This is an optimization exercise on Yosys and OpenROAD, whose aim is small area, not a production implementation.
Function was checked by simulation only, so behaviour that the tests miss may differ from the original.
Power figures rest on the tool's default switching activity, not on a simulated workload.

// io_architecture
module io_architecture(
    input CLK, RESET,  
    input [7:0] DATA_IN,  
    input [7:0] IO_ADDR,  
    input [7:0] MEM_ADDR,  
    input [7:0] DMA_DATA,  
    input PIO_READ, PIO_WRITE,  
    input DMA_REQUEST, DMA_ACK,  
    output [7:0] DATA_OUT,  
    output [7:0] MEM_OUT,  
    output reg PIO_STATUS,  
    output reg DMA_STATUS  
);
==> flow/config.mk <==
export PLATFORM = sky130hd
export DESIGN_NAME = io_architecture
export DESIGN_NICKNAME = io_architecture
export VERILOG_FILES = /design/flow/design.v
export SDC_FILE = /design/flow/constraint.sdc
export NUM_CORES = 4
export LEC_CHECK = 0
export CAP_MARGIN = 5
export CORE_MARGIN = 2
export CORE_UTILIZATION = 60
export SLEW_MARGIN = 5
export SYNTH_HIERARCHICAL = 1
export SYNTH_MINIMUM_KEEP_SIZE = 0
==> flow/constraint.sdc <==
create_clock -name core_clock -period 5.0 [get_ports {CLK}]
set_input_delay 1.0000 -clock core_clock [delete_from_list [all_inputs] [get_ports {CLK}]]
set_output_delay 1.0000 -clock core_clock [all_outputs]
set_load 0.01 [all_outputs]
standard.sh (not shown) runs the stock make flow with config.mk's settings and CLKGATE_MAP_FILE= SYNTH_SCRIPT=/design/flow/synth_recipe.tcl, a recipe that flattens the netlist after the stock synthesis.
==> flow/flow/run.sh <==
#!/bin/bash
# The standard layout (the standard.sh, unchanged synthesis, floorplan,
# power grid and tap cells), with two settings passed to ORFS:
#  - port buffers use the smallest buffer cell, buf_1;
#  - the clock tree uses clkbuf_4 buffers on small sink clusters and no
#    dummy loads.
set -euo pipefail
export BUFFER_PORTS_ARGS="-buffer_cell sky130_fd_sc_hd__buf_1"
export CTS_ARGS="-sink_clustering_enable -repair_clock_nets -dont_use_dummy_load -buf_list sky130_fd_sc_hd__clkbuf_4 -sink_clustering_size 10 -sink_clustering_max_diameter 40"
bash standard.sh > standard.log 2>&1
==> next run, changes <==
Settings changed: CORE_UTILIZATION 60 to 70.
Effect: First-iteration DRC count came out higher by a few percent; combinational power came out lower by roughly a tenth; design area came out lower slightly; clock power hardly moves; critical path depth came out lower by 1; die area came out lower by roughly a tenth; sequential power stays flat; wire length stays flat; clock-buffer cell count came out lower by 1; worst setup slack loses 0.11 ns; power came out lower slightly.

* * *

The RTL this note starts from:
==> flow/design.v <==
module io_word8 (
    input            clk,
    input            we,
    input            wen,
    input      [7:0] d,
    output reg [7:0] q
);
always @(posedge clk)
    q <= (d & {8{we}}) | (q & {8{wen}});
endmodule
module io_word8r (
    input            clk,
    input            rst,
    input            we,
    input            wen,
    input      [7:0] d,
    output reg [7:0] q
);
always @(posedge clk or posedge rst)
    if (rst) q <= 8'h00;
    else     q <= (d & {8{we}}) | (q & {8{wen}});
endmodule
module io_reg8r (
    input            clk,
    input            rst,
    input      [7:0] d,
    output reg [7:0] q
);
always @(posedge clk or posedge rst)
    if (rst) q <= 8'h00;
    else     q <= d;
endmodule
module io_sel3 (
    input  [2:0] s,
    input  [7:0] a0,
    input  [7:0] a1,
    input  [7:0] a2,
    output [7:0] yn
);
assign yn = ~((a0 & {8{s[0]}}) | (a1 & {8{s[1]}}) | (a2 & {8{s[2]}}));
endmodule
module io_sel2 (
    input  [1:0] s,
    input  [7:0] a0,
    input  [7:0] a1,
    output [7:0] yn
);
assign yn = ~((a0 & {8{s[0]}}) | (a1 & {8{s[1]}}));
endmodule
module io_architecture(
    input CLK, RESET,  
    input [7:0] DATA_IN,  
    input [7:0] IO_ADDR,  
    input [7:0] MEM_ADDR,  
    input [7:0] DMA_DATA,  
    input PIO_READ, PIO_WRITE,  
    input DMA_REQUEST, DMA_ACK,  
    output [7:0] DATA_OUT,  
    output [7:0] MEM_OUT,  
    output reg PIO_STATUS,  
    output reg DMA_STATUS  
);
wire pio_in  = (IO_ADDR[7:4] == 4'd0);           
wire pio_wr  = PIO_WRITE & pio_in & ~RESET;               
wire pio_rd  = ~PIO_WRITE & PIO_READ;             
wire pio_rds = pio_rd & pio_in;                   
wire [15:0] pio_we, pio_wen, pio_rs;
wire [7:0]  io_q [15:0];
genvar i;
generate for (i = 0; i < 16; i = i + 1) begin : pio
    assign pio_we[i]  = pio_wr  & (IO_ADDR[3:0] == i);
    assign pio_wen[i] = ~pio_we[i];
    assign pio_rs[i]  = pio_rds & (IO_ADDR[3:0] == i);
    io_word8 dev (.clk(CLK), .we(pio_we[i]), .wen(pio_wen[i]), .d(DATA_IN), .q(io_q[i]));
end endgenerate
wire [7:0] pio_n0, pio_n1, pio_n2, pio_n3, pio_n4, pio_n5;
io_sel3 prd0 (.s(pio_rs[2:0]),   .a0(io_q[0]),  .a1(io_q[1]),  .a2(io_q[2]),  .yn(pio_n0));
io_sel3 prd1 (.s(pio_rs[5:3]),   .a0(io_q[3]),  .a1(io_q[4]),  .a2(io_q[5]),  .yn(pio_n1));
io_sel3 prd2 (.s(pio_rs[8:6]),   .a0(io_q[6]),  .a1(io_q[7]),  .a2(io_q[8]),  .yn(pio_n2));
io_sel3 prd3 (.s(pio_rs[11:9]),  .a0(io_q[9]),  .a1(io_q[10]), .a2(io_q[11]), .yn(pio_n3));
io_sel3 prd4 (.s(pio_rs[14:12]), .a0(io_q[12]), .a1(io_q[13]), .a2(io_q[14]), .yn(pio_n4));
io_sel2 prd5 (.s({~pio_rd, pio_rs[15]}), .a0(io_q[15]), .a1(DATA_OUT), .yn(pio_n5));
wire [7:0] pio_d = ~(pio_n0 & pio_n1 & pio_n2 & pio_n3 & pio_n4 & pio_n5);
io_reg8r dout (.clk(CLK), .rst(RESET), .d(pio_d), .q(DATA_OUT));
always @(posedge CLK or posedge RESET)
    if (RESET) PIO_STATUS <= 1'b0;
    else       PIO_STATUS <= PIO_WRITE | PIO_READ;
wire dma_in  = (MEM_ADDR[7:5] == 3'd0);           
wire dma_req = DMA_REQUEST & ~DMA_ACK;            
wire dma_wr  = dma_req & dma_in & ~RESET;                 
wire dma_rds = DMA_ACK & dma_in;                  
wire [7:0] dma_buffer;
io_word8r dbuf (.clk(CLK), .rst(RESET), .we(dma_req), .wen(~dma_req), .d(DMA_DATA), .q(dma_buffer));
wire [31:0] mem_we, mem_wen, mem_rs;
wire [7:0]  mem_q [31:0];
generate for (i = 0; i < 32; i = i + 1) begin : mem
    assign mem_we[i]  = dma_wr  & (MEM_ADDR[4:0] == i);
    assign mem_wen[i] = ~mem_we[i];
    assign mem_rs[i]  = dma_rds & (MEM_ADDR[4:0] == i);
    io_word8 word (.clk(CLK), .we(mem_we[i]), .wen(mem_wen[i]), .d(dma_buffer), .q(mem_q[i]));
end endgenerate
wire [7:0] dma_n [10:0];
generate for (i = 0; i < 10; i = i + 1) begin : mrd
    io_sel3 s (.s(mem_rs[3*i+2:3*i]), .a0(mem_q[3*i]), .a1(mem_q[3*i+1]), .a2(mem_q[3*i+2]), .yn(dma_n[i]));
end endgenerate
io_sel3 mrd10 (.s({~DMA_ACK, mem_rs[31:30]}), .a0(mem_q[30]), .a1(mem_q[31]), .a2(MEM_OUT), .yn(dma_n[10]));
wire [7:0] mem_d = ~(dma_n[0] & dma_n[1] & dma_n[2] & dma_n[3] & dma_n[4] & dma_n[5] &
                     dma_n[6] & dma_n[7] & dma_n[8] & dma_n[9] & dma_n[10]);
io_reg8r mout (.clk(CLK), .rst(RESET), .d(mem_d), .q(MEM_OUT));
always @(posedge CLK or posedge RESET)
    if (RESET) DMA_STATUS <= 1'b0;
    else       DMA_STATUS <= dma_req;
endmodule
make LEC_CHECK=0 CAP_MARGIN=20 CORE_MARGIN=2 CORE_UTILIZATION=60 CTS_BUF_LIST=sky130_fd_sc_hd__clkbuf_8 CTS_CLUSTER_SIZE=30 SLEW_MARGIN=20 SYNTH_HIERARCHICAL=1 SYNTH_MINIMUM_KEEP_SIZE=0 finish   # period 5.0 ns
run.sh (not shown) runs the stock make flow with config.mk's settings and CLKGATE_MAP_FILE= SYNTH_SCRIPT=/design/flow/synth_recipe.tcl, a recipe that flattens the netlist after the stock synthesis.
Stock flow here: none of the scripts above is used.
The first run finished with timing, DRC and antenna clean.
Next try:
Settings changed: CORE_UTILIZATION 60 to 40, CTS_BUF_LIST sky130_fd_sc_hd__clkbuf_8 to default, CTS_CLUSTER_SIZE 30 to default.
Result: The changed run ran to the end with no violations. Utilization falls by 21 points. Synthesized cell count does not change. Final cell count went up by 8.4%. Final area goes up by about 1.6%. Die area is higher by 49%. Clock-buffer cell count shrinks by 21. Fmax rose by about 0.8%. Register-to-register slack loses 0.06 ns. Synthesized area does not change. Wire length climbs by about 1.8%.
Next try:
Settings changed: CORE_UTILIZATION 40 to 60, CTS_BUF_LIST from default to sky130_fd_sc_hd__clkbuf_4.
What happened:
- The new run produced a clean layout
- first-iteration DRC count is higher by about 16%
- design area shrinks by about 2.2%
- power shrinks by 7.6%
- count of clock-buffer cells in the layout went up by 78
- non-clock buffer count is higher by 2
- global-route usage rises by 10 points
- via count grows by 2.3%
- combinational power came out lower by about 5%

==> static timing again, ports no longer ideal <==
The flow's constraints put no driver on any port. The routed layouts listed below were extracted and timed again, unchanged, in two steps.
Step 1 assumes that a clkbuf_16 drives the clock port and a buf_2 every other input.
Step 2, shift: input delay + t, output delay - t, t = (earliest + latest rising clock arrival at the registers) / 2. This alone moves slack from input paths to output paths.
a / b / c = ideal ports / drivers / drivers and shift; a / b = the first two.
run | shift t [ns] | setup WS [ns] | hold WS [ns] | worst setup path after step 2
the first run of note 1 | 0.726 | 2.024 / 2.048 / 1.322 | 0.327 / 0.299 / 0.475 | input to register
the second run of note 1 | 0.717 | 1.916 / 1.935 / 1.218 | 0.382 / 0.360 / 0.478 | input to register
the first run of note 2 | 0.607 | 1.332 / 1.355 / 0.748 | 0.468 / 0.468 / 0.468 | input to register
the second run of note 2 | 0.599 | 1.361 / 1.393 / 0.795 | 0.469 / 0.469 / 0.469 | input to register
the third run of note 2 | 0.755 | 1.471 / 1.491 / 0.736 | 0.468 / 0.468 / 0.468 | input to register
After both steps setup and hold are still met in every run listed. The setup slack of the third run of note 2, which loses most, moves by +0.020 ns with the drivers and by -0.735 ns with both steps.
